Background: an optimization exercise with open tools, aiming at small area, a short achievable clock period and few clock cycles. Do not read the settings as production practice. Function was checked by simulation only, so behaviour that the tests miss may differ from the original.

$ cat flow/design.v
module ALU(
	input [15:0] a,
	input [15:0] b,
	input [15:0] shl_x,   
	input [15:0] shl_n,   
	output [15:0] sum,
	output [15:0] diff,
	output lt,            
	output [15:0] shl,
	output [15:0] shr,
	output [15:0] mul,
	output [3:0] dshift   
	);
	wire [16:0] d17 = {1'b0, a} - {1'b0, b};
	assign sum = a + b;
	assign diff = d17[15:0];
	assign lt = d17[16];
	assign shl = (shl_n[15:4] != 12'd0) ? 16'd0 : (shl_x << shl_n[3:0]);
	assign shr = (b[15:4] != 12'd0) ? 16'd0 : (a >> b[3:0]);
	assign mul = a * b;
	function [3:0] msb;
		input [15:0] x;
		integer k;
		begin
			msb = 4'd0;
			for (k = 0; k < 16; k = k + 1)
				if (x[k]) msb = k;
		end
	endfunction
	assign dshift = msb(a) - msb(b);
endmodule
module REGFILE(
	input clk,
	input rst,
	input we,
	input [4:0] waddr,
	input [15:0] wdata,
	input [4:0] aaddr,
	output [15:0] adata,
	input [4:0] baddr,
	output [15:0] bdata,
	output r1nz  
	);
	reg [15:0] r [1:31];
	integer i;
	always @(posedge clk) begin
		for (i = 1; i < 32; i = i + 1) begin
			if (rst) r[i] <= 16'd0;
			else if (we && waddr == i) r[i] <= wdata;
		end
	end
	assign adata = (aaddr == 5'd0) ? 16'd0 : r[aaddr];
	assign bdata = (baddr == 5'd0) ? 16'd0 : r[baddr];
	assign r1nz = |r[1];
endmodule
module mips16_core(
	input clk,
	input rst,  
	output [9:0] imem_addr,
	input [15:0] imem_rdata,
	output [9:0] dmem_addr,
	output dmem_we,
	output [15:0] dmem_wdata,
	input [15:0] dmem_rdata,
	input [15:0] in_data,
	output rf_we,
	output [4:0] rf_waddr,
	output [15:0] rf_wdata
	);
	localparam [5:0] OP_NOP = 6'h00, OP_LW = 6'h01, OP_SW = 6'h02, OP_MV = 6'h03,
		OP_BGZ = 6'h04, OP_BEZ = 6'h05, OP_JMP = 6'h06, OP_JAL = 6'h07, OP_JR = 6'h08,
		OP_SLT = 6'h09, OP_SLTI = 6'h0A, OP_SEQ = 6'h0B, OP_SEQI = 6'h0C, OP_LIM = 6'h0D,
		OP_SL = 6'h0E, OP_SR = 6'h0F, OP_ADD = 6'h10, OP_SUB = 6'h11, OP_MULT = 6'h12,
		OP_DIV = 6'h13, OP_MOD = 6'h14, OP_ADDI = 6'h15, OP_SUBI = 6'h16, OP_MULTI = 6'h17,
		OP_DIVI = 6'h18, OP_MODI = 6'h19, OP_NOT = 6'h1A, OP_XOR = 6'h1B, OP_OR = 6'h1C,
		OP_AND = 6'h1D, OP_LWR = 6'h1E, OP_SWR = 6'h1F, OP_SI = 6'h20, OP_SLI = 6'h21,
		OP_SRI = 6'h22;
	reg [9:0] fpc, dpc, npc;
	reg [15:0] ir;
	reg ev;             
	reg e_wr1;          
	reg e_sw;           
	reg [1:0] ph;       
	reg [3:0] cnt;      
	reg ld_iss;         
	reg [9:0] dm_addr;
	reg dm_we;
	reg [15:0] dm_wdata;  
	reg rfw_we;
	reg [4:0] rfw_addr;
	reg [15:0] rfw_data;  
	assign imem_addr = fpc;
	assign dmem_addr = dm_addr;
	assign dmem_we = dm_we;
	assign dmem_wdata = dm_wdata;
	assign rf_we = rfw_we;
	assign rf_waddr = rfw_addr;
	assign rf_wdata = rfw_data;
	wire [5:0] op = ir[15:10];
	wire [4:0] fa = ir[9:5];
	wire [4:0] fb = ir[4:0];
	wire [4:0] ra = e_sw ? 5'd1 : fa;
	wire [15:0] rA, rB;
	wire r1nz;
	reg wen;
	reg [4:0] waddr;
	reg [15:0] wdata;
	REGFILE regs(.clk(clk), .rst(rst), .we(wen), .waddr(waddr), .wdata(wdata),
		.aaddr(ra), .adata(rA), .baddr(fb), .bdata(rB), .r1nz(r1nz));
	wire use_imm = (op == OP_SLTI) | (op == OP_SEQI) | (op == OP_ADDI) | (op == OP_SUBI) |
		(op == OP_MULTI) | (op == OP_DIVI) | (op == OP_MODI) | (op == OP_SLI) | (op == OP_SRI);
	wire [15:0] opA = rA;
	wire [15:0] opB = use_imm ? {11'd0, fb} : rB;
	wire is_div = (op == OP_DIV) | (op == OP_DIVI);
	wire is_mod = (op == OP_MOD) | (op == OP_MODI);
	wire is_dm = is_div | is_mod;
	wire div_it = is_dm & (ph != 2'd0);    
	wire [15:0] alu_sum, alu_diff, alu_shl, alu_shr, alu_mul;
	wire alu_lt;
	wire [3:0] div_s;
	ALU alu(.a(opA), .b(opB), .shl_x(div_it ? opB : opA), .shl_n(div_it ? {12'd0, cnt} : opB),
		.sum(alu_sum), .diff(alu_diff), .lt(alu_lt), .shl(alu_shl), .shr(alu_shr),
		.mul(alu_mul), .dshift(div_s));
	wire [16:0] dsub = {1'b0, rfw_data} - {1'b0, alu_shl};
	wire dge = ~dsub[16];
	wire [15:0] rem_n = dge ? dsub[15:0] : rfw_data;
	wire [15:0] quo_n = {dm_wdata[14:0], dge};
	wire b_zero = (opB == 16'd0);
	wire div_triv = b_zero | alu_lt;
	wire [15:0] div_triv_res = is_div ? (b_zero ? 16'hFFFF : 16'd0) : opA;
	wire is_lw = (op == OP_LW), is_lwr = (op == OP_LWR);
	reg e_last;
	always @(*) begin
		if (!ev) e_last = 1'b1;
		else if (is_lw) e_last = ld_iss ? (ph == 2'd1) : (ph == 2'd2);
		else if (is_lwr) e_last = (ph == 2'd2);
		else if (is_dm) e_last = (ph == 2'd0) ? div_triv : (cnt == 4'd0);
		else e_last = 1'b1;
	end
	reg e_last_next;
	always @(*) begin
		if (is_lw) e_last_next = ld_iss ? 1'b1 : (ph == 2'd1);
		else if (is_lwr) e_last_next = (ph == 2'd1);
		else if (is_dm) e_last_next = (ph == 2'd0) ? (div_s == 4'd0) : (cnt == 4'd1);
		else e_last_next = 1'b1;
	end
	wire [9:0] epc = npc - 10'd1;  
	always @(*) begin
		wen = 1'b0;
		waddr = 5'd1;
		wdata = 16'd0;
		if (ev) begin
			case (op)
			OP_LW: begin wen = e_last; wdata = dmem_rdata; end
			OP_MV: begin wen = 1'b1; waddr = fb; wdata = opA; end
			OP_JAL: begin wen = 1'b1; waddr = fa; wdata = {6'd0, epc}; end
			OP_SLT, OP_SLTI: begin wen = 1'b1; wdata = {15'd0, alu_lt}; end
			OP_SEQ, OP_SEQI: begin wen = 1'b1; wdata = {15'd0, opA != opB}; end
			OP_LIM: begin wen = 1'b1; wdata = {6'd0, ir[9:0]}; end
			OP_SL, OP_SLI: begin wen = 1'b1; wdata = alu_shl; end
			OP_SR, OP_SRI: begin wen = 1'b1; wdata = alu_shr; end
			OP_ADD, OP_ADDI: begin wen = 1'b1; wdata = alu_sum; end
			OP_SUB, OP_SUBI: begin wen = 1'b1; wdata = alu_diff; end
			OP_MULT, OP_MULTI: begin wen = 1'b1; wdata = alu_mul; end
			OP_DIV, OP_DIVI, OP_MOD, OP_MODI: begin
				wen = e_last;
				wdata = (ph == 2'd0) ? div_triv_res : (is_div ? quo_n : rem_n);
			end
			OP_NOT: begin wen = 1'b1; waddr = fb; wdata = ~opA; end
			OP_XOR: begin wen = 1'b1; wdata = opA ^ opB; end
			OP_OR: begin wen = 1'b1; wdata = opA | opB; end
			OP_AND: begin wen = 1'b1; wdata = opA & opB; end
			OP_LWR: begin wen = e_last; waddr = fb; wdata = dmem_rdata; end
			OP_SI: begin wen = 1'b1; waddr = fa; wdata = in_data; end
			default: ;
			endcase
		end
	end
	wire e_br = ev & ((op == OP_JR) | ((op == OP_BGZ) & r1nz) | ((op == OP_BEZ) & ~r1nz));
	wire [9:0] e_tgt = (op == OP_JR) ? rA[9:0] : ir[9:0];
	wire [5:0] dop = imem_rdata[15:10];
	wire ir_free = e_last;
	wire acc = (dpc == npc) & ir_free & ~e_br;
	wire r1_known = ~(ev & e_wr1);
	wire d_jmp = (dop == OP_JMP);
	wire d_cbr = ((dop == OP_BGZ) | (dop == OP_BEZ)) & r1_known;
	wire d_taken = d_jmp | ((dop == OP_BGZ) & r1_known & r1nz) | ((dop == OP_BEZ) & r1_known & ~r1nz);
	wire d_drop = d_jmp | d_cbr;  
	wire d_multi = (dop == OP_LW) | (dop == OP_LWR);
	wire [4:0] dfa = imem_rdata[9:5], dfb = imem_rdata[4:0];
	wire d_wr1 = (dop == OP_LW) | (dop == OP_SLT) | (dop == OP_SLTI) | (dop == OP_SEQ) |
		(dop == OP_SEQI) | (dop == OP_LIM) | (dop == OP_SL) | (dop == OP_SR) |
		((dop >= OP_ADD) & (dop <= OP_MODI)) | (dop == OP_XOR) | (dop == OP_OR) |
		(dop == OP_AND) | (dop == OP_SLI) | (dop == OP_SRI) |
		(((dop == OP_MV) | (dop == OP_NOT) | (dop == OP_LWR)) & (dfb == 5'd1)) |
		(((dop == OP_JAL) | (dop == OP_SI)) & (dfa == 5'd1));
	wire e_store = ev & ((op == OP_SW) | (op == OP_SWR));
	wire e_lwr_iss = ev & is_lwr & (ph == 2'd0);
	wire e_lw_iss = ev & is_lw & ~ld_iss & (ph == 2'd0);
	wire d_lw_iss = acc & (dop == OP_LW) & ~e_store & ~e_lwr_iss;
	wire seq_ok = (fpc == npc + 10'd1);
	always @(posedge clk) begin
		dpc <= fpc;
		if (rst) begin
			fpc <= 10'd0;
			npc <= 10'd0;
			ev <= 1'b0;
			ph <= 2'd0;
			ld_iss <= 1'b0;
			dm_we <= 1'b0;
			rfw_we <= 1'b0;
		end else begin
			if (e_br) begin
				npc <= e_tgt;
				fpc <= e_tgt;
			end else if (acc) begin
				if (d_taken) begin
					npc <= imem_rdata[9:0];
					fpc <= imem_rdata[9:0];
				end else begin
					npc <= npc + 10'd1;
					if (!seq_ok) fpc <= npc + 10'd1;
					else if (d_multi & ~d_drop) fpc <= fpc;
					else fpc <= fpc + 10'd1;
				end
			end else begin
				if ((fpc == npc) & (e_last | e_last_next)) fpc <= fpc + 10'd1;
				else fpc <= npc;
			end
			if (acc) begin
				ir <= imem_rdata;
				ev <= ~d_drop;
				e_wr1 <= d_wr1;
				e_sw <= (dop == OP_SW);
				ld_iss <= d_lw_iss;
			end else if (e_last) begin
				ev <= 1'b0;
			end
			if (e_last) ph <= 2'd0;
			else if (div_it) ph <= 2'd1;
			else ph <= ph + 2'd1;
			if (ev & is_dm) begin
				if (ph == 2'd0) cnt <= div_s;
				else cnt <= cnt - 4'd1;
			end
			dm_we <= e_store;
			if (e_store) begin
				dm_addr <= (op == OP_SW) ? ir[9:0] : rB[9:0];
				dm_wdata <= rA;
			end else if (e_lwr_iss) begin
				dm_addr <= rA[9:0];
			end else if (e_lw_iss) begin
				dm_addr <= ir[9:0];
			end else if (d_lw_iss) begin
				dm_addr <= imem_rdata[9:0];
			end
			rfw_we <= wen;
			if (wen) begin
				rfw_addr <= waddr;
				rfw_data <= wdata;
			end else if (ev & is_dm) begin
				rfw_data <= (ph == 2'd0) ? opA : rem_n;
			end
			if (ev & is_dm & ~e_store) begin
				dm_wdata <= (ph == 2'd0) ? 16'd0 : quo_n;
			end
		end
	end
endmodule
$ cat flow/run.sh
#!/bin/bash
# synth_recipe.tcl (not shown) runs the flow's synth.tcl, then flattens the netlist and writes it again
# the make line also repeats each setting of config.mk as NAME=value (left out here)
make -C /OpenROAD-flow-scripts/flow DESIGN_CONFIG=/design/flow/config.mk WORK_HOME=/design/flow/orfs CLKGATE_MAP_FILE= SYNTH_SCRIPT=/design/flow/synth_recipe.tcl finish
$ cat flow/constraint.sdc
create_clock -name core_clock -period 44.0 [get_ports {clk}]
set_input_delay 8.8000 -clock core_clock [delete_from_list [all_inputs] [get_ports {clk}]]
set_output_delay 8.8000 -clock core_clock [all_outputs]
set_load 0.01 [all_outputs]
$ cat flow/config.mk
export PLATFORM = sky130hd
export DESIGN_NAME = mips16_core
export DESIGN_NICKNAME = mips16_core
export VERILOG_FILES = /design/flow/design.v
export SDC_FILE = /design/flow/constraint.sdc
export NUM_CORES = 4
export LEC_CHECK = 0
export CAP_MARGIN = 20
export CORE_MARGIN = 2
export CORE_UTILIZATION = 40
export SLEW_MARGIN = 20
==> results of run 1 <==
-- cells by family (layout without fill, tap and decap cells) --
kind of cell | after synthesis | in the layout | synth area share
muxes | 126 | 126 | 0.0306
and+or+nand+nor | 2497 | 2497 | 0.292
adders and majority gates | 208 | 208 | 0.0767
xor gates and xnor gates | 102 | 102 | 0.0225
DFF | 601 | 601 | 0.302
AOI/OAI and AO/OA | 1280 | 1280 | 0.210
other | 0 | 14 | 0
buffers and inverters | 699 | 640 | 0.0661
-- worst reg2reg max path: cells and delay by family (launching register included) --
family,cells,cell delay (ps)
flops,1,480
fa+ha+maj,1,410
compound gates,13,3880
simple gates,8,4840
buf+inv,8,2710
-- layout make-up --
cell class                 instances  area share
sequential                       601       0.268
tap                             1391      0.0367
clock inverter                    18     0.00562
inverter                         210      0.0167
antenna                           14    0.000739
clock buffer                     105      0.0458
timing repair buffer             307      0.0553
multi-input combinational       4213       0.571
-- registers in the layout, summed over array words and instances, names as in the netlist, 2 cells and up --
name      flops
regs.r      496
dm_wdata     16
ir           16
rfw_data     16
dm_addr      10
dpc          10
fpc          10
npc          10
rfw_addr      5
cnt           4
ph            2
-- stage by stage --
step / utilization
after floorplan: -
after global placement: 0.427
after detailed placement: 0.428
after CTS: 0.451
after global routing: 0.452
final: 0.452
-- metal layers --
| layer | wire length, um | vias to the layer above |
|---|---|---|
| li1 | - | 19876 |
| met1 | 86000 | 22579 |
| met2 | 97600 | 3918 |
| met3 | 34100 | 1250 |
| met4 | 23200 | 18 |
| met5 | 307 | - |
-- worst max path at each step --
stage / to / start / slack, ps / depth (start not counted)
after CTS: regs.r[3][3] / dmem_rdata[3] / 31710 / 8
after global placement: regs.r[6][3] / dmem_rdata[3] / 31030 / 8
after detailed placement: regs.r[19][3] / dmem_rdata[3] / 31050 / 8
final: regs.r[3][3] / dmem_rdata[3] / 31460 / 8
after floorplan: fpc[0] / imem_rdata[10] / 33190 / 11
after global routing: regs.r[5][3] / dmem_rdata[3] / 31450 / 8
-- Yosys cell counts (all sizes together), types with 15 or more instances --
library cell	number	share of area
a32oi	24	0.0050
fa	84	0.040
xnor2	71	0.015
xor2	27	0.0056
o22ai	30	0.0045
or2	16	0.0024
a2111oi	101	0.021
a21oi	231	0.028
clkbuf	383	0.034
dfxtp	532	0.25
nand2b	26	0.0039
inv	202	0.018
edfxtp	69	0.049
a22o	15	0.0031
a211oi	221	0.039
a31oi	23	0.0034
and4	17	0.0035
a22oi	69	0.012
nand2	389	0.035
nor2b	26	0.0039
nand3	416	0.050
ha	124	0.037
nor2	778	0.070
o211ai	37	0.0068
and2	39	0.0058
o221ai	21	0.0048
or3	16	0.0025
mux2i	106	0.025
a21o	25	0.0045
buf	106	0.013
o21ai	282	0.034
and3	356	0.053
nor3	189	0.023
a222oi	16	0.0038
mux2	20	0.0053
a221oi	41	0.0085
nand4	96	0.015
nor4	42	0.0066
==> impl_results.html, run 1 <==
<table>
<tr><th>Metric</th><th>Value</th></tr>
<tr><th colspan="2">Drt</th></tr>
<tr><td>Drt pass-1 iters</td><td>8</td></tr>
<tr><td>Number of nets still failing antenna checks after routing</td><td>0</td></tr>
<tr><td>DR iter-0 viols</td><td>7,959</td></tr>
<tr><td>Number of vias in the routed layout</td><td>47,641</td></tr>
<tr><td>Final WL</td><td>241 mm</td></tr>
<tr><td>Average detailed-routed wire length per instance</td><td>35.2 um</td></tr>
<tr><td>Via/cell ratio</td><td>6.95</td></tr>
<tr><td>Drt drc</td><td>0</td></tr>
<tr><th colspan="2">Floorplanning</th></tr>
<tr><td>CORE AREA</td><td>105,000 sq um</td></tr>
<tr><td>Y dimension of the die</td><td>329 um</td></tr>
<tr><td>Row count</td><td>119</td></tr>
<tr><td>X dimension of the die</td><td>329 um</td></tr>
<tr><td>Initial core utilization</td><td>0.402</td></tr>
<tr><td>DIE AREA</td><td>108,000 sq um</td></tr>
<tr><td>I/O pin count</td><td>109</td></tr>
<tr><th colspan="2">Logic synthesis</th></tr>
<tr><td>Combined area of all synthesized cells</td><td>42,100 sq um</td></tr>
<tr><td>Mean instance size in the synthesized netlist</td><td>7.64 sq um</td></tr>
<tr><td>Leading register cell type out of synthesis</td><td>sky130_fd_sc_hd__dfxtp_1</td></tr>
<tr><td>Sequential share of the synthesized area</td><td>0.302</td></tr>
<tr><td>Post-Syn Nets</td><td>5,771</td></tr>
<tr><td>Share of async-settable or async-resettable flops after synthesis</td><td>0</td></tr>
<tr><td>Yosys Warn Count</td><td>20</td></tr>
<tr><td>#FFs+latches synth</td><td>601</td></tr>
<tr><td>Number of flops mapped to enable cells by yosys</td><td>69</td></tr>
<tr><td>Synth unique cells</td><td>110</td></tr>
<tr><td>Cells after Synth</td><td>5,513</td></tr>
<tr><th colspan="2">CTS</th></tr>
<tr><td>Quantity of gates resized following cts</td><td>0</td></tr>
<tr><td>Number of buffers inserted for hold repair after clock tree synthesis</td><td>0</td></tr>
<tr><td>Number of buffers added by the clock tree synthesis step</td><td>71</td></tr>
<tr><td>Clock tree sinks</td><td>601</td></tr>
<tr><td>Longest Clk Path Bufs</td><td>3</td></tr>
<tr><td>Deepest level of the CTS H-tree</td><td>3</td></tr>
<tr><td>CTS tree</td><td>yes</td></tr>
<tr><td>Post-CTS Setup Repair Bufs</td><td>0</td></tr>
<tr><td>Insertion delay of the later-clocked pin in the worst-skew pair</td><td>680 ps</td></tr>
<tr><td>Library cell used as clock root buffer</td><td>sky130_fd_sc_hd__clkbuf_16</td></tr>
<tr><td>CTS clk-pin slew, worst paths</td><td>60 ps</td></tr>
<tr><th colspan="2">Global route</th></tr>
<tr><td>GRT Total Usage</td><td>0.432</td></tr>
<tr><td>Largest net degree at the start of global routing</td><td>89</td></tr>
<tr><td>Wire length of the first global-routing pass</td><td>335 mm</td></tr>
<tr><td>Final global-route overflow total</td><td>0</td></tr>
<tr><td>Most used routing layer in global routing</td><td>met2</td></tr>
<tr><td>Global routing usage on met1</td><td>0.516</td></tr>
<tr><td>Via count of the first global-routing pass</td><td>44,139</td></tr>
<tr><td>Met3 layer usage reported by global route</td><td>0.167</td></tr>
<tr><td>Number of antenna violations at the first check in global routing</td><td>28</td></tr>
<tr><td>Met2 global-route usage</td><td>0.614</td></tr>
<tr><th colspan="2">Status</th></tr>
<tr><td>Result of the run</td><td>complete, no violations</td></tr>
<tr><th colspan="2">Placement</th></tr>
<tr><td>Routability cong.</td><td>1.05</td></tr>
<tr><td>Number of port buffers</td><td>108</td></tr>
<tr><td>Placed cell count</td><td>6,718</td></tr>
<tr><td>Placement-stage worst setup slack</td><td>31,050 ps</td></tr>
<tr><td>Placed inst area</td><td>44,800 sq um</td></tr>
<tr><td>Detailed placer's ending HPWL</td><td>157 mm</td></tr>
<tr><th colspan="2">STA</th></tr>
<tr><td>Setup total negative slack</td><td>0 ps</td></tr>
<tr><td>Ratio of final minimum period to clock period</td><td>0.285</td></tr>
<tr><td>Final hold violation count</td><td>0</td></tr>
<tr><td>Number of pins with negative max-slew slack in the final report</td><td>0</td></tr>
<tr><td>Final min period</td><td>12,540 ps</td></tr>
<tr><td>Unrepaired setup endpoints after global routing</td><td>false</td></tr>
<tr><td>Count of final setup violators</td><td>0</td></tr>
<tr><td>Clock Skew</td><td>28.9 ps</td></tr>
<tr><td>Relative slew slack</td><td>0.142</td></tr>
<tr><td>Post-layout worst setup margin</td><td>31,460 ps</td></tr>
<tr><td>Worst hold slack</td><td>472 ps</td></tr>
<tr><td>Max frequency</td><td>79.8 MHz</td></tr>
<tr><td>Transition time at the pin with the least slew margin</td><td>1280 ps</td></tr>
<tr><th colspan="2">Final layout</th></tr>
<tr><td>Final Net Count</td><td>5,662</td></tr>
<tr><td>Most frequent standard cell in the layout excluding fill and tap cells</td><td>sky130_fd_sc_hd__nor2_1</td></tr>
<tr><td>Area occupied by multi-input gates</td><td>27,000 sq um</td></tr>
<tr><td>Filler cells</td><td>10,725</td></tr>
<tr><td>Final std cells w/o fill</td><td>6,859</td></tr>
<tr><td>Area of all placed cells without fillers</td><td>47,400 sq um</td></tr>
<tr><td>Register area</td><td>12,700 sq um</td></tr>
<tr><td>Layout cell share with drive strength beyond 1</td><td>0.0887</td></tr>
<tr><td>Most frequent cells in the layout</td><td>746 x sky130_fd_sc_hd__nor2_1, 532 x sky130_fd_sc_hd__dfxtp_1, 413 x sky130_fd_sc_hd__nand3_1</td></tr>
<tr><td>Layout overhead on the synthesized area</td><td>12.5%</td></tr>
<tr><th colspan="2">Worst hold path</th></tr>
<tr><td>Hold path cells</td><td>0</td></tr>
<tr><td>Path category of the worst min-delay check</td><td>flop to flop</td></tr>
<tr><td>Worst Hold Launch</td><td>fpc[6]</td></tr>
<tr><td>Hold Path End</td><td>dpc[6]</td></tr>
<tr><th colspan="2">Setup path</th></tr>
<tr><td>CP arrival</td><td>13,030 ps</td></tr>
<tr><td>Cell class contributing the biggest share of worst-path delay</td><td>compound AO/OA/AOI/OAI gates</td></tr>
<tr><td>Category of the critical setup timing path</td><td>primary input to flop</td></tr>
<tr><td>Required arrival time at the worst endpoint</td><td>44,490 ps</td></tr>
<tr><td>Setup slack, reg-to-reg</td><td>31,490 ps</td></tr>
<tr><td>End of the worst register-to-register path</td><td>regs.r[3][3]</td></tr>
<tr><td>Reg2reg start</td><td>ir[0]</td></tr>
<tr><td>Critical path capture point type</td><td>flop</td></tr>
<tr><td>Top cell by count, worst path</td><td>sky130_fd_sc_hd__o21ai_0</td></tr>
<tr><td>Number of buffer and inverter stages on the critical path</td><td>1</td></tr>
<tr><td>Worst-path cell chain</td><td>clkdlybuf4s50_1, a222oi_1, o2111ai_1, a2111oi_0, o21ai_0, nor3b_1, nand2b_1, o21ai_0</td></tr>
<tr><td>Critical path peak fanout</td><td>30</td></tr>
<tr><td>Worst path max stage delay</td><td>910 ps</td></tr>
<tr><td>Slowest CP cell</td><td>sky130_fd_sc_hd__nand2b_1</td></tr>
<tr><td>Worst Reg-to-Reg Cells</td><td>30</td></tr>
<tr><td>Category of the worst setup path launch point</td><td>primary input</td></tr>
<tr><th colspan="2">Flow run</th></tr>
<tr><td>Number of max-cap violations</td><td>0</td></tr>
</table>
Testbench counts, summed over its fixed seeds: cycles 27,874.
==> run 2: changes to the inputs <==
--- a/flow/design.v
+++ b/flow/design.v
@@ -31,7 +31,7 @@
 endmodule
 module REGFILE(
 	input clk,
-	input rst,
+	input clr,
 	input we,
 	input [4:0] waddr,
 	input [15:0] wdata,
@@ -42,15 +42,24 @@
 	output r1nz  
 	);
 	reg [15:0] r [1:31];
+	wire [15:0] wd = clr ? 16'd0 : wdata;
+	genvar g;
+	generate for (g = 1; g < 32; g = g + 1) begin : W
+		wire en = clr | (we & (waddr == g));
+		always @(posedge clk) if (en) r[g] <= wd;
+	end endgenerate
+	reg [15:0] a, b;
 	integer i;
-	always @(posedge clk) begin
+	always @(*) begin
+		a = 16'd0;
+		b = 16'd0;
 		for (i = 1; i < 32; i = i + 1) begin
-			if (rst) r[i] <= 16'd0;
-			else if (we && waddr == i) r[i] <= wdata;
-		end
-	end
-	assign adata = (aaddr == 5'd0) ? 16'd0 : r[aaddr];
-	assign bdata = (baddr == 5'd0) ? 16'd0 : r[baddr];
+			a = a | (r[i] & {16{aaddr == i}});
+			b = b | (r[i] & {16{baddr == i}});
+		end
+	end
+	assign adata = a;
+	assign bdata = b;
 	assign r1nz = |r[1];
 endmodule
 module mips16_core(
@@ -99,13 +108,19 @@
 	wire [5:0] op = ir[15:10];
 	wire [4:0] fa = ir[9:5];
 	wire [4:0] fb = ir[4:0];
+	wire is_lw = (op == OP_LW), is_lwr = (op == OP_LWR);
 	wire [4:0] ra = e_sw ? 5'd1 : fa;
 	wire [15:0] rA, rB;
 	wire r1nz;
 	reg wen;
 	reg [4:0] waddr;
-	reg [15:0] wdata;
-	REGFILE regs(.clk(clk), .rst(rst), .we(wen), .waddr(waddr), .wdata(wdata),
+	reg [15:0] wdata_alu;
+	wire sel_ld = is_lw | is_lwr;
+	wire sel_si = (op == OP_SI);
+	wire [15:0] wdata = sel_ld ? dmem_rdata : sel_si ? in_data : wdata_alu;
+	reg clr;  
+	always @(posedge clk) clr <= rst;
+	REGFILE regs(.clk(clk), .clr(clr), .we(wen), .waddr(waddr), .wdata(wdata),
 		.aaddr(ra), .adata(rA), .baddr(fb), .bdata(rB), .r1nz(r1nz));
 	wire use_imm = (op == OP_SLTI) | (op == OP_SEQI) | (op == OP_ADDI) | (op == OP_SUBI) |
 		(op == OP_MULTI) | (op == OP_DIVI) | (op == OP_MODI) | (op == OP_SLI) | (op == OP_SRI);
@@ -128,7 +143,6 @@
 	wire b_zero = (opB == 16'd0);
 	wire div_triv = b_zero | alu_lt;
 	wire [15:0] div_triv_res = is_div ? (b_zero ? 16'hFFFF : 16'd0) : opA;
-	wire is_lw = (op == OP_LW), is_lwr = (op == OP_LWR);
 	reg e_last;
 	always @(*) begin
 		if (!ev) e_last = 1'b1;
@@ -148,30 +162,30 @@
 	always @(*) begin
 		wen = 1'b0;
 		waddr = 5'd1;
-		wdata = 16'd0;
+		wdata_alu = 16'd0;
 		if (ev) begin
 			case (op)
-			OP_LW: begin wen = e_last; wdata = dmem_rdata; end
-			OP_MV: begin wen = 1'b1; waddr = fb; wdata = opA; end
-			OP_JAL: begin wen = 1'b1; waddr = fa; wdata = {6'd0, epc}; end
-			OP_SLT, OP_SLTI: begin wen = 1'b1; wdata = {15'd0, alu_lt}; end
-			OP_SEQ, OP_SEQI: begin wen = 1'b1; wdata = {15'd0, opA != opB}; end
-			OP_LIM: begin wen = 1'b1; wdata = {6'd0, ir[9:0]}; end
-			OP_SL, OP_SLI: begin wen = 1'b1; wdata = alu_shl; end
-			OP_SR, OP_SRI: begin wen = 1'b1; wdata = alu_shr; end
-			OP_ADD, OP_ADDI: begin wen = 1'b1; wdata = alu_sum; end
-			OP_SUB, OP_SUBI: begin wen = 1'b1; wdata = alu_diff; end
-			OP_MULT, OP_MULTI: begin wen = 1'b1; wdata = alu_mul; end
+			OP_LW: begin wen = e_last; end
+			OP_MV: begin wen = 1'b1; waddr = fb; wdata_alu = opA; end
+			OP_JAL: begin wen = 1'b1; waddr = fa; wdata_alu = {6'd0, epc}; end
+			OP_SLT, OP_SLTI: begin wen = 1'b1; wdata_alu = {15'd0, alu_lt}; end
+			OP_SEQ, OP_SEQI: begin wen = 1'b1; wdata_alu = {15'd0, opA != opB}; end
+			OP_LIM: begin wen = 1'b1; wdata_alu = {6'd0, ir[9:0]}; end
+			OP_SL, OP_SLI: begin wen = 1'b1; wdata_alu = alu_shl; end
+			OP_SR, OP_SRI: begin wen = 1'b1; wdata_alu = alu_shr; end
+			OP_ADD, OP_ADDI: begin wen = 1'b1; wdata_alu = alu_sum; end
+			OP_SUB, OP_SUBI: begin wen = 1'b1; wdata_alu = alu_diff; end
+			OP_MULT, OP_MULTI: begin wen = 1'b1; wdata_alu = alu_mul; end
 			OP_DIV, OP_DIVI, OP_MOD, OP_MODI: begin
 				wen = e_last;
-				wdata = (ph == 2'd0) ? div_triv_res : (is_div ? quo_n : rem_n);
-			end
-			OP_NOT: begin wen = 1'b1; waddr = fb; wdata = ~opA; end
-			OP_XOR: begin wen = 1'b1; wdata = opA ^ opB; end
-			OP_OR: begin wen = 1'b1; wdata = opA | opB; end
-			OP_AND: begin wen = 1'b1; wdata = opA & opB; end
-			OP_LWR: begin wen = e_last; waddr = fb; wdata = dmem_rdata; end
-			OP_SI: begin wen = 1'b1; waddr = fa; wdata = in_data; end
+				wdata_alu = (ph == 2'd0) ? div_triv_res : (is_div ? quo_n : rem_n);
+			end
+			OP_NOT: begin wen = 1'b1; waddr = fb; wdata_alu = ~opA; end
+			OP_XOR: begin wen = 1'b1; wdata_alu = opA ^ opB; end
+			OP_OR: begin wen = 1'b1; wdata_alu = opA | opB; end
+			OP_AND: begin wen = 1'b1; wdata_alu = opA & opB; end
+			OP_LWR: begin wen = e_last; waddr = fb; end
+			OP_SI: begin wen = 1'b1; waddr = fa; end
 			default: ;
 			endcase
 		end
==> flow/flow/run.sh (new file) <==
#!/bin/bash
set -euo pipefail
MARGIN=33.5
bash standard.sh SETUP_SLACK_MARGIN=$MARGIN finish > standard_flow.log 2>&1
==> flow/standard.sh (new file) <==
#!/bin/bash
# synth_recipe.tcl (not shown) runs the flow's synth.tcl, then flattens the netlist and writes it again
# the make line also repeats each setting of config.mk as NAME=value (left out here)
make -C /OpenROAD-flow-scripts/flow DESIGN_CONFIG=/design/flow/config.mk WORK_HOME=/design/flow/orfs CLKGATE_MAP_FILE= SYNTH_SCRIPT=/design/flow/synth_recipe.tcl "${@:-finish}"
removed: flow/run.sh
==> impl_results.html, run 2 <==
<table>
<tr><th>Metric</th><th>Value</th></tr>
<tr><th colspan="2">Logic synthesis</th></tr>
<tr><td>Post-Syn Nets</td><td>4,458 (-23%)</td></tr>
<tr><td>Yosys Warn Count</td><td>4 (-80%)</td></tr>
<tr><td>Xor and xnor fraction of the mapped netlist area</td><td>0.0249 (+0.00234)</td></tr>
<tr><td>#FFs+latches synth</td><td>602 (+0.17%)</td></tr>
<tr><td>Cell with the most instances after synthesis</td><td>sky130_fd_sc_hd__edfxtp_1</td></tr>
<tr><td>Yosys top cell by area</td><td>sky130_fd_sc_hd__edfxtp_1</td></tr>
<tr><td>Number of flops mapped to enable cells by yosys</td><td>565 (+720%)</td></tr>
<tr><td>Simple-Gate Fraction of Synth Area</td><td>0.204 (-0.0883)</td></tr>
<tr><td>Combined area of all synthesized cells</td><td>40,900 sq um (-3.0%)</td></tr>
<tr><td>Compound-Gate Fraction of Synth Area</td><td>0.169 (-0.0412)</td></tr>
<tr><td>Leading register cell type out of synthesis</td><td>sky130_fd_sc_hd__edfxtp_1</td></tr>
<tr><td>Synth top area cells</td><td>sky130_fd_sc_hd__edfxtp_1 42%, sky130_fd_sc_hd__nand3_1 4.8%, sky130_fd_sc_hd__fa_1 4.1%</td></tr>
<tr><td>Share of async-settable or async-resettable flops after synthesis</td><td>0 (unchanged)</td></tr>
<tr><td>Mean instance size in the synthesized netlist</td><td>9.73 sq um (+27%)</td></tr>
<tr><td>Multiplexer fraction of the synthesized cell area</td><td>0.0359 (+0.00532)</td></tr>
<tr><td>Cells after Synth</td><td>4,199 (-24%)</td></tr>
<tr><td>Post-synthesis adder-cell area fraction</td><td>0.0792 (+0.00248)</td></tr>
<tr><td>Combinational family with the most area after synthesis</td><td>simple AND/OR/NAND/NOR gates</td></tr>
<tr><td>Sequential share of the synthesized area</td><td>0.433 (+0.131)</td></tr>
<tr><td>Synth unique cells</td><td>96 (-13%)</td></tr>
<tr><td>Yosys top cell area share</td><td>0.415 (+0.162)</td></tr>
<tr><td>Most numerous cell types in the synthesized netlist</td><td>565 x sky130_fd_sc_hd__edfxtp_1, 394 x sky130_fd_sc_hd__nand3_1, 299 x sky130_fd_sc_hd__nor2_1</td></tr>
<tr><th colspan="2">Setup path</th></tr>
<tr><td>Category of the critical setup timing path</td><td>primary input to flop</td></tr>
<tr><td>CP arrival</td><td>10,870 ps (-2160 ps)</td></tr>
<tr><td>Worst Reg-to-Reg Cells</td><td>33 (+10%)</td></tr>
<tr><td>Critical path capture point type</td><td>flop</td></tr>
<tr><td>Category of the worst setup path launch point</td><td>primary input</td></tr>
<tr><td>Setup slack, reg-to-reg</td><td>33,670 ps (+2180 ps)</td></tr>
<tr><td>Reg2reg start</td><td>ir[1]</td></tr>
<tr><td>End of the worst register-to-register path</td><td>regs.r[5][15]</td></tr>
<tr><td>Critical path peak fanout</td><td>31 (+3.3%)</td></tr>
<tr><td>Required arrival time at the worst endpoint</td><td>44,310 ps (-180 ps)</td></tr>
<tr><th colspan="2">Floorplanning</th></tr>
<tr><td>CORE AREA</td><td>102,000 sq um (-3.1%)</td></tr>
<tr><td>DIE AREA</td><td>105,000 sq um (-2.9%)</td></tr>
<tr><td>I/O pin count</td><td>109 (unchanged)</td></tr>
<tr><td>Initial core utilization</td><td>0.402 (+0.000409)</td></tr>
<tr><td>Row count</td><td>117 (-1.7%)</td></tr>
<tr><td>Y dimension of the die</td><td>324 um (-1.5%)</td></tr>
<tr><td>X dimension of the die</td><td>324 um (-1.5%)</td></tr>
<tr><th colspan="2">Flow run</th></tr>
<tr><td>Number of max-cap violations</td><td>0 (unchanged)</td></tr>
<tr><th colspan="2">STA</th></tr>
<tr><td>Transition time at the pin with the least slew margin</td><td>1210 ps (-73.0 ps)</td></tr>
<tr><td>Clock Skew</td><td>47.8 ps (+18.9 ps)</td></tr>
<tr><td>Setup total negative slack</td><td>0 ps (unchanged)</td></tr>
<tr><td>Unrepaired setup endpoints after global routing</td><td>true</td></tr>
<tr><td>Number of pins with negative max-slew slack in the final report</td><td>0 (unchanged)</td></tr>
<tr><td>Max frequency</td><td>94.7 MHz (+19%)</td></tr>
<tr><td>Post-layout worst setup margin</td><td>33,440 ps (+1980 ps)</td></tr>
<tr><td>Final min period</td><td>10,560 ps (-1980 ps)</td></tr>
<tr><td>Relative slew slack</td><td>0.185 (+0.0432)</td></tr>
<tr><td>Count of final setup violators</td><td>0 (unchanged)</td></tr>
<tr><td>Ratio of final minimum period to clock period</td><td>0.240 (-0.0449)</td></tr>
<tr><td>Final hold violation count</td><td>0 (unchanged)</td></tr>
<tr><th colspan="2">CTS</th></tr>
<tr><td>Clock tree sinks</td><td>602 (+0.17%)</td></tr>
<tr><td>CTS tree</td><td>yes</td></tr>
<tr><td>Number of buffers inserted for hold repair after clock tree synthesis</td><td>0 (unchanged)</td></tr>
<tr><td>Number of buffers added by the clock tree synthesis step</td><td>70 (-1.4%)</td></tr>
<tr><td>CTS clk-pin slew, worst paths</td><td>60 ps (about the same)</td></tr>
<tr><td>Longest Clk Path Bufs</td><td>3 (unchanged)</td></tr>
<tr><td>Deepest level of the CTS H-tree</td><td>3 (unchanged)</td></tr>
<tr><td>Insertion delay of the later-clocked pin in the worst-skew pair</td><td>680 ps (about the same)</td></tr>
<tr><td>Library cell used as clock root buffer</td><td>sky130_fd_sc_hd__clkbuf_16</td></tr>
<tr><th colspan="2">Final layout</th></tr>
<tr><td>Final Net Count</td><td>4,475 (-21%)</td></tr>
<tr><td>Register bank with the most flops</td><td>regs.r</td></tr>
<tr><td>Register area</td><td>17,700 sq um (+39%)</td></tr>
<tr><td>Final cell utilization of the core</td><td>0.462 (+0.0100)</td></tr>
<tr><td>Most frequent cells in the layout</td><td>565 x sky130_fd_sc_hd__edfxtp_1, 392 x sky130_fd_sc_hd__nand3_1, 279 x sky130_fd_sc_hd__nor2_1</td></tr>
<tr><td>Layout cell share with drive strength beyond 1</td><td>0.121 (+0.0323)</td></tr>
<tr><td>Area of all placed cells without fillers</td><td>46,900 sq um (-0.93%)</td></tr>
<tr><td>Most frequent standard cell in the layout excluding fill and tap cells</td><td>sky130_fd_sc_hd__edfxtp_1</td></tr>
<tr><td>Filler cells</td><td>9,626 (-10%)</td></tr>
<tr><td>Area occupied by multi-input gates</td><td>21,600 sq um (-20%)</td></tr>
<tr><td>Max FFs per register</td><td>496 (unchanged)</td></tr>
<tr><td>Layout overhead on the synthesized area</td><td>14.9%</td></tr>
<tr><th colspan="2">Drt</th></tr>
<tr><td>Drt drc</td><td>0 (unchanged)</td></tr>
<tr><td>Final WL</td><td>207 mm (-14%)</td></tr>
<tr><td>Number of vias in the routed layout</td><td>40,360 (-15%)</td></tr>
<tr><td>Average detailed-routed wire length per instance</td><td>36.5 um (+4.0%)</td></tr>
<tr><td>Drt pass-1 iters</td><td>8 (unchanged)</td></tr>
<tr><td>Number of nets still failing antenna checks after routing</td><td>0 (unchanged)</td></tr>
<tr><td>Via/cell ratio</td><td>7.14 (+2.8%)</td></tr>
<tr><td>DR iter-0 viols</td><td>7,727 (-2.9%)</td></tr>
<tr><th colspan="2">Placement</th></tr>
<tr><td>Placed inst area</td><td>43,700 sq um (-2.4%)</td></tr>
<tr><td>Placement-stage worst setup slack</td><td>31,980 ps (+930 ps)</td></tr>
<tr><td>Routability cong.</td><td>1.06 (+1.0%)</td></tr>
<tr><td>Detailed placer's ending HPWL</td><td>134 mm (-14%)</td></tr>
<tr><td>Number of port buffers</td><td>108 (unchanged)</td></tr>
<tr><th colspan="2">Worst hold path</th></tr>
<tr><td>Hold Path End</td><td>dpc[3]</td></tr>
<tr><td>Hold path cells</td><td>0 (unchanged)</td></tr>
<tr><td>Worst Hold Launch</td><td>fpc[3]</td></tr>
<tr><td>Path category of the worst min-delay check</td><td>flop to flop</td></tr>
<tr><th colspan="2">Global route</th></tr>
<tr><td>Most used routing layer in global routing</td><td>met2</td></tr>
<tr><td>Met2 global-route usage</td><td>0.556 (-0.0585)</td></tr>
<tr><td>Met3 layer usage reported by global route</td><td>0.129 (-0.0375)</td></tr>
<tr><td>Final global-route overflow total</td><td>0 (unchanged)</td></tr>
<tr><td>Global routing usage on met1</td><td>0.468 (-0.0480)</td></tr>
<tr><td>Largest net degree at the start of global routing</td><td>88 (-1.1%)</td></tr>
<tr><td>Via count of the first global-routing pass</td><td>37,628 (-15%)</td></tr>
<tr><td>GRT Total Usage</td><td>0.382 (-0.0498)</td></tr>
<tr><td>Wire length of the first global-routing pass</td><td>283 mm (-15%)</td></tr>
<tr><td>Number of antenna violations at the first check in global routing</td><td>17 (-39%)</td></tr>
<tr><th colspan="2">Status</th></tr>
<tr><td>Result of the run</td><td>complete, no violations</td></tr>
</table>
-- run 2: logic make-up after synthesis --
family	count (synthesis)
fa+ha+maj	209
flops	602
buf+inv	559
compound gates	977
mux	140
simple gates	1604
xor+xnor	108
-- run 2: timing repair --
action | in CTS | in global routing
setup buffers | 11 | 13
gates cloned | 2 | 5
resized for setup | 65 | 80
endpoints found under the setup margin | 518 | 618
pin swaps | 6 | 5
-- run 2: cell type report --
type,count,share of cell area
Antenna cell,12,0.000640
Clock buffer,73,0.0382
Clock inverter,55,0.0135
Inverter,202,0.0166
Multi-Input combinational cell,3041,0.461
Sequential cell,602,0.378
Tap cell,1368,0.0365
Timing Repair Buffer,298,0.0561
Timing Repair inverter,1,0.000107
-- run 2: through the flow --
step / std cells / hold slack [ps]
6_report: 5652 / 435
5_1_grt: 5643 / 441
3_5_place_dp: 5480 / 467
4_1_cts: 5621 / 434
2_1_floorplan: 4199 / 392
3_3_place_gp: 5479 / 453
-- run 2: critical path, cell delays in order --
cell                              delay, ps
sky130_fd_sc_hd__clkdlybuf4s50_1        490
sky130_fd_sc_hd__a2111oi_2              340
sky130_fd_sc_hd__o211ai_1               150
sky130_fd_sc_hd__a221oi_2               270
sky130_fd_sc_hd__o221ai_2               190
sky130_fd_sc_hd__a21oi_1                170
sky130_fd_sc_hd__a21o_2                 270
sky130_fd_sc_hd__nor2_4                 160
-- run 2: worst max path at each step --
| stage | to | from |
|---|---|---|
| after floorplan | fpc[4] | imem_rdata[11] |
| after global placement | regs.r[12][5] | in_data[5] |
| after detailed placement | regs.r[18][5] | in_data[5] |
| after CTS | regs.r[18][11] | in_data[11] |
| after global routing | regs.r[12][8] | in_data[8] |
| final | regs.r[12][8] | in_data[8] |
-- run 2: metal layers --
metal	routed length, um	vias up
li1	-	16040
met4	19000	12
met1	71600	19265
met3	30500	1159
met2	85400	3884
met5	110	-
Testbench counts of run 2, summed over its fixed seeds: cycles 27,874.
==> run 3: changes to the inputs <==
--- a/flow/design.v
+++ b/flow/design.v
@@ -84,7 +84,9 @@
 		OP_DIVI = 6'h18, OP_MODI = 6'h19, OP_NOT = 6'h1A, OP_XOR = 6'h1B, OP_OR = 6'h1C,
 		OP_AND = 6'h1D, OP_LWR = 6'h1E, OP_SWR = 6'h1F, OP_SI = 6'h20, OP_SLI = 6'h21,
 		OP_SRI = 6'h22;
-	reg [9:0] fpc, dpc, npc;
+	reg [9:0] fpc, npc;
+	reg ahead;          
+	reg dv;             
 	reg [15:0] ir;
 	reg ev;             
 	reg e_wr1;          
@@ -194,7 +196,7 @@
 	wire [9:0] e_tgt = (op == OP_JR) ? rA[9:0] : ir[9:0];
 	wire [5:0] dop = imem_rdata[15:10];
 	wire ir_free = e_last;
-	wire acc = (dpc == npc) & ir_free & ~e_br;
+	wire acc = dv & ir_free & ~e_br;
 	wire r1_known = ~(ev & e_wr1);
 	wire d_jmp = (dop == OP_JMP);
 	wire d_cbr = ((dop == OP_BGZ) | (dop == OP_BEZ)) & r1_known;
@@ -212,12 +214,12 @@
 	wire e_lwr_iss = ev & is_lwr & (ph == 2'd0);
 	wire e_lw_iss = ev & is_lw & ~ld_iss & (ph == 2'd0);
 	wire d_lw_iss = acc & (dop == OP_LW) & ~e_store & ~e_lwr_iss;
-	wire seq_ok = (fpc == npc + 10'd1);
 	always @(posedge clk) begin
-		dpc <= fpc;
 		if (rst) begin
 			fpc <= 10'd0;
 			npc <= 10'd0;
+			ahead <= 1'b0;
+			dv <= (fpc == 10'd0);
 			ev <= 1'b0;
 			ph <= 2'd0;
 			ld_iss <= 1'b0;
@@ -227,19 +229,36 @@
 			if (e_br) begin
 				npc <= e_tgt;
 				fpc <= e_tgt;
+				ahead <= 1'b0;
+				dv <= 1'b0;
 			end else if (acc) begin
 				if (d_taken) begin
 					npc <= imem_rdata[9:0];
 					fpc <= imem_rdata[9:0];
+					ahead <= 1'b0;
+					dv <= 1'b0;
 				end else begin
 					npc <= npc + 10'd1;
-					if (!seq_ok) fpc <= npc + 10'd1;
-					else if (d_multi & ~d_drop) fpc <= fpc;
-					else fpc <= fpc + 10'd1;
+					dv <= ahead;
+					if (!ahead) begin
+						fpc <= npc + 10'd1;
+						ahead <= 1'b0;
+					end else if (d_multi & ~d_drop) begin
+						ahead <= 1'b0;
+					end else begin
+						fpc <= fpc + 10'd1;
+						ahead <= 1'b1;
+					end
 				end
 			end else begin
-				if ((fpc == npc) & (e_last | e_last_next)) fpc <= fpc + 10'd1;
-				else fpc <= npc;
+				dv <= ~ahead;
+				if (!ahead & (e_last | e_last_next)) begin
+					fpc <= fpc + 10'd1;
+					ahead <= 1'b1;
+				end else begin
+					fpc <= npc;
+					ahead <= 1'b0;
+				end
 			end
 			if (acc) begin
 				ir <= imem_rdata;
==> flow/flow/run.sh (replaced) <==
#!/bin/bash
set -euo pipefail
MARGIN=34.2
bash standard.sh SETUP_SLACK_MARGIN=$MARGIN "BUFFER_PORTS_ARGS=-buffer_cell sky130_fd_sc_hd__buf_4" finish > standard_flow.log 2>&1
==> impl_results.html, run 3 <==
<table>
<tr><th>Metric</th><th>Value</th></tr>
<tr><th colspan="2">Final layout</th></tr>
<tr><td>Layout overhead on the synthesized area</td><td>20.1%</td></tr>
<tr><td>Most frequent cells in the layout</td><td>565 x sky130_fd_sc_hd__edfxtp_1, 366 x sky130_fd_sc_hd__nand3_1, 292 x sky130_fd_sc_hd__buf_4</td></tr>
<tr><td>Register bank with the most flops</td><td>regs.r</td></tr>
<tr><td>Final Net Count</td><td>4,471 (-0.089%)</td></tr>
<tr><td>Max FFs per register</td><td>496 (unchanged)</td></tr>
<tr><td>Most frequent standard cell in the layout excluding fill and tap cells</td><td>sky130_fd_sc_hd__edfxtp_1</td></tr>
<tr><td>Layout cell share with drive strength beyond 1</td><td>0.193 (+0.0722)</td></tr>
<tr><th colspan="2">Drt</th></tr>
<tr><td>Number of vias in the routed layout</td><td>39,878 (-1.2%)</td></tr>
<tr><td>Drt pass-1 iters</td><td>12 (+4)</td></tr>
<tr><td>Final WL</td><td>200 mm (-3.2%)</td></tr>
<tr><td>Average detailed-routed wire length per instance</td><td>36.0 um (-1.6%)</td></tr>
<tr><td>DR iter-0 viols</td><td>8,252 (+6.8%)</td></tr>
<tr><td>Number of nets still failing antenna checks after routing</td><td>0 (unchanged)</td></tr>
<tr><td>Drt drc</td><td>0 (unchanged)</td></tr>
<tr><td>Via/cell ratio</td><td>7.18 (+0.51%)</td></tr>
<tr><th colspan="2">STA</th></tr>
<tr><td>Relative slew slack</td><td>0.190 (+0.00475)</td></tr>
<tr><td>Worst hold slack</td><td>486 ps (+51.1 ps)</td></tr>
<tr><td>Post-layout worst setup margin</td><td>33,680 ps (+237 ps)</td></tr>
<tr><td>Unrepaired setup endpoints after global routing</td><td>true</td></tr>
<tr><td>Clock Skew</td><td>35.6 ps (-12.2 ps)</td></tr>
<tr><td>Number of pins with negative max-slew slack in the final report</td><td>0 (unchanged)</td></tr>
<tr><td>Transition time at the pin with the least slew margin</td><td>1220 ps (+4.05 ps)</td></tr>
<tr><td>Final min period</td><td>10,320 ps (-237 ps)</td></tr>
<tr><td>Count of final setup violators</td><td>0 (unchanged)</td></tr>
<tr><td>Setup total negative slack</td><td>0 ps (unchanged)</td></tr>
<tr><td>Max frequency</td><td>96.9 MHz (+2.3%)</td></tr>
<tr><td>Ratio of final minimum period to clock period</td><td>0.235 (-0.00539)</td></tr>
<tr><td>Final hold violation count</td><td>0 (unchanged)</td></tr>
<tr><th colspan="2">CTS</th></tr>
<tr><td>Longest Clk Path Bufs</td><td>3 (unchanged)</td></tr>
<tr><td>Number of buffers added by the clock tree synthesis step</td><td>69 (-1.4%)</td></tr>
<tr><td>Number of buffers inserted for hold repair after clock tree synthesis</td><td>0 (unchanged)</td></tr>
<tr><td>CTS tree</td><td>yes</td></tr>
<tr><td>Deepest level of the CTS H-tree</td><td>3 (unchanged)</td></tr>
<tr><td>Clock tree sinks</td><td>594 (-1.3%)</td></tr>
<tr><td>Insertion delay of the later-clocked pin in the worst-skew pair</td><td>660 ps (-20 ps)</td></tr>
<tr><td>Library cell used as clock root buffer</td><td>sky130_fd_sc_hd__clkbuf_16</td></tr>
<tr><td>CTS clk-pin slew, worst paths</td><td>60 ps (about the same)</td></tr>
<tr><th colspan="2">Placement</th></tr>
<tr><td>Number of port buffers</td><td>108 (unchanged)</td></tr>
<tr><td>Placement-stage worst setup slack</td><td>32,830 ps (+852 ps)</td></tr>
<tr><td>Routability cong.</td><td>1.06 (+0.30%)</td></tr>
<tr><td>Detailed placer's ending HPWL</td><td>126 mm (-5.9%)</td></tr>
<tr><th colspan="2">Logic synthesis</th></tr>
<tr><td>Combined area of all synthesized cells</td><td>39,800 sq um (-2.7%)</td></tr>
<tr><td>Cell with the most instances after synthesis</td><td>sky130_fd_sc_hd__edfxtp_1</td></tr>
<tr><td>Synth unique cells</td><td>102 (+6.3%)</td></tr>
<tr><td>#FFs+latches synth</td><td>594 (-1.3%)</td></tr>
<tr><td>Cells after Synth</td><td>4,034 (-3.9%)</td></tr>
<tr><td>Number of flops mapped to enable cells by yosys</td><td>565 (unchanged)</td></tr>
<tr><td>Leading register cell type out of synthesis</td><td>sky130_fd_sc_hd__edfxtp_1</td></tr>
<tr><td>Yosys top cell area share</td><td>0.426 (+0.0113)</td></tr>
<tr><td>Yosys Warn Count</td><td>4 (unchanged)</td></tr>
<tr><td>Share of async-settable or async-resettable flops after synthesis</td><td>0 (unchanged)</td></tr>
<tr><td>Sequential share of the synthesized area</td><td>0.441 (+0.00780)</td></tr>
<tr><td>Synth top area cells</td><td>sky130_fd_sc_hd__edfxtp_1 43%, sky130_fd_sc_hd__nand3_1 4.6%, sky130_fd_sc_hd__fa_1 4.2%</td></tr>
<tr><td>Mean instance size in the synthesized netlist</td><td>9.86 sq um (+1.3%)</td></tr>
<tr><td>Yosys top cell by area</td><td>sky130_fd_sc_hd__edfxtp_1</td></tr>
<tr><td>Post-Syn Nets</td><td>4,295 (-3.7%)</td></tr>
<tr><td>Most numerous cell types in the synthesized netlist</td><td>565 x sky130_fd_sc_hd__edfxtp_1, 368 x sky130_fd_sc_hd__nand3_1, 302 x sky130_fd_sc_hd__nor2_1</td></tr>
<tr><th colspan="2">Global route</th></tr>
<tr><td>Number of antenna violations at the first check in global routing</td><td>5 (-12)</td></tr>
<tr><td>Via count of the first global-routing pass</td><td>37,157 (-1.3%)</td></tr>
<tr><td>Final global-route overflow total</td><td>0 (unchanged)</td></tr>
<tr><td>Wire length of the first global-routing pass</td><td>275 mm (-3.0%)</td></tr>
<tr><td>GRT Total Usage</td><td>0.374 (-0.00740)</td></tr>
<tr><td>Largest net degree at the start of global routing</td><td>63 (-28%)</td></tr>
<tr><th colspan="2">Setup path</th></tr>
<tr><td>Critical path peak fanout</td><td>6 (-81%)</td></tr>
<tr><td>Critical path capture point type</td><td>flop</td></tr>
<tr><td>Category of the critical setup timing path</td><td>primary input to flop</td></tr>
<tr><td>CP arrival</td><td>10,720 ps (-150 ps)</td></tr>
<tr><td>Worst-path cell chain</td><td>buf_8, buf_4, a221oi_1, nor3_4, buf_4, buf_8</td></tr>
<tr><td>Category of the worst setup path launch point</td><td>primary input</td></tr>
<tr><td>Number of buffer and inverter stages on the critical path</td><td>4 (+3)</td></tr>
<tr><td>Required arrival time at the worst endpoint</td><td>44,400 ps (+90 ps)</td></tr>
<tr><td>Worst path max stage delay</td><td>1000 ps (+510 ps)</td></tr>
<tr><td>Cell class contributing the biggest share of worst-path delay</td><td>compound AO/OA/AOI/OAI gates</td></tr>
<tr><td>Slowest CP cell</td><td>sky130_fd_sc_hd__a221oi_1</td></tr>
<tr><th colspan="2">Floorplanning</th></tr>
<tr><td>Y dimension of the die</td><td>319 um (-1.3%)</td></tr>
<tr><td>DIE AREA</td><td>102,000 sq um (-2.6%)</td></tr>
<tr><td>Row count</td><td>115 (-1.7%)</td></tr>
<tr><td>Initial core utilization</td><td>0.404 (+0.00195)</td></tr>
<tr><td>I/O pin count</td><td>109 (unchanged)</td></tr>
<tr><td>CORE AREA</td><td>98,400 sq um (-3.1%)</td></tr>
<tr><td>X dimension of the die</td><td>319 um (-1.3%)</td></tr>
<tr><th colspan="2">Worst hold path</th></tr>
<tr><td>Path category of the worst min-delay check</td><td>flop to flop</td></tr>
<tr><th colspan="2">Flow run</th></tr>
<tr><td>Number of max-cap violations</td><td>0 (unchanged)</td></tr>
<tr><th colspan="2">Status</th></tr>
<tr><td>Result of the run</td><td>complete, no violations</td></tr>
</table>
-- run 3: cell count changes after synthesis, moves of 12 or more --
| cell | delta |
|---|---|
| sky130_fd_sc_hd__xor2_1 | -27 |
| sky130_fd_sc_hd__a21oi_1 | -27 |
| sky130_fd_sc_hd__a32oi_1 | +36 |
| sky130_fd_sc_hd__a32o_1 | +21 |
| sky130_fd_sc_hd__nand3_1 | -26 |
| sky130_fd_sc_hd__clkbuf_1 | -32 |
| sky130_fd_sc_hd__inv_1 | +12 |
| sky130_fd_sc_hd__a31oi_1 | +19 |
| sky130_fd_sc_hd__nor3_1 | +26 |
| sky130_fd_sc_hd__and3_1 | -60 |
| sky130_fd_sc_hd__buf_2 | +23 |
-- run 3: logic make-up (layout without fill, tap and decap cells) --
logic type | Yosys count | after routing | synth area share
AND/OR/NAND/NOR | 1491 | 1511 | 0.191
AO/OA/AOI/OAI | 987 | 987 | 0.178
flip-flops | 594 | 594 | 0.441
buffers and inverters | 544 | 755 | 0.0554
adder cells (fa/ha/maj) | 211 | 211 | 0.0820
multiplexers | 126 | 126 | 0.0331
XOR/XNOR | 81 | 81 | 0.0192
other | 0 | 4 | 0
-- run 3: stage by stage --
step,util,instance area [sq um],cells
2_1_floorplan,-,40200,4034
3_3_place_gp,0.433,42600,5251
3_5_place_dp,0.433,42600,5253
4_1_cts,0.474,46700,5483
5_1_grt,0.485,47800,5552
6_report,0.486,47800,5556
-- run 3: cell type report --
cell class / count / area, sq um
inverters: 206 / 810
clock buffers: 79 / 1820
diodes: 4 / 10.0
clock inverters: 47 / 512
fillers: 8994 / 50600
well taps: 1287 / 1610
flip-flops and latches: 594 / 17600
multi-input cells: 2916 / 21500
repair buffers: 423 / 3910
-- run 3: final timing paths --
check                           slack, ps  cells after the start       start        endpoint
worst max-delay path                33680                      6  in_data[6]   regs.r[31][6]
worst min-delay path                  490                      1       ph[0]           ph[0]
worst max register to register      34150                     31       ir[5]  regs.r[14][14]
worst min register to register        490                      1       ph[0]           ph[0]
-- run 3: what timing repair did --
action	CTS	global route
resized for setup	206	136
setup buffers	84	61
gates cloned	20	7
pin swaps	35	53
setup endpoints to repair	595	588
-- run 3: worst reg2reg max path: cells and delay by family (launching register included) --
kind                     cells  cell delay, ps
adder cells (fa/ha/maj)      7            3190
buffers and inverters       10            2300
AND/OR/NAND/NOR              7            1780
AO/OA/AOI/OAI                6            1410
XOR/XNOR                     1             570
flip-flops                   1             360
-- run 3: layer usage --
metal | up-vias | GRT usage | part of all wire
li1 | 15839 | - | -
met3 | 1031 | 0.128 | 0.15
met5 | - | 0 | 0.00096
met4 | 10 | 0.261 | 0.086
met2 | 3880 | 0.546 | 0.42
met1 | 19118 | 0.464 | 0.35
Testbench counts of run 3, summed over its fixed seeds: cycles 27,902.

-- static timing again, ports no longer ideal --
Ports are ideal in the flow. The routed layouts listed here were re-timed in OpenROAD. Step 1, drivers: a clkbuf_16 drives clk and a buf_2 each remaining input, both assumed. Step 2 times the ports against the registers' clock, not the clock port: input delays grow and output delays shrink by t, the midpoint of the rising clock arrivals with the driver on. Slacks: ideal / step 1 / step 2; pairs: ideal / step 1.
run | t (ns) | slack for setup (ns) | hold WS [ns] | worst register clock-pin slew, ns | worst data-port slew with drivers (ns)
run 1 | 0.736 | 31.464 / 31.495 / 30.779 | 0.472 / 0.472 / 0.472 | 0.07 / 0.07 | 0.05
run 2 | 0.728 | 33.440 / 33.462 / 32.754 | 0.435 / 0.435 / 0.435 | 0.08 / 0.08 | 0.06
run 3 | 0.715 | 33.677 / 33.705 / 32.990 | 0.486 / 0.486 / 0.486 | 0.07 / 0.07 | 0.07
After both steps every run listed still meets setup and hold. For run 3, which loses most, drivers alone change the setup slack by +0.028 ns; drivers and shift together by -0.687 ns.
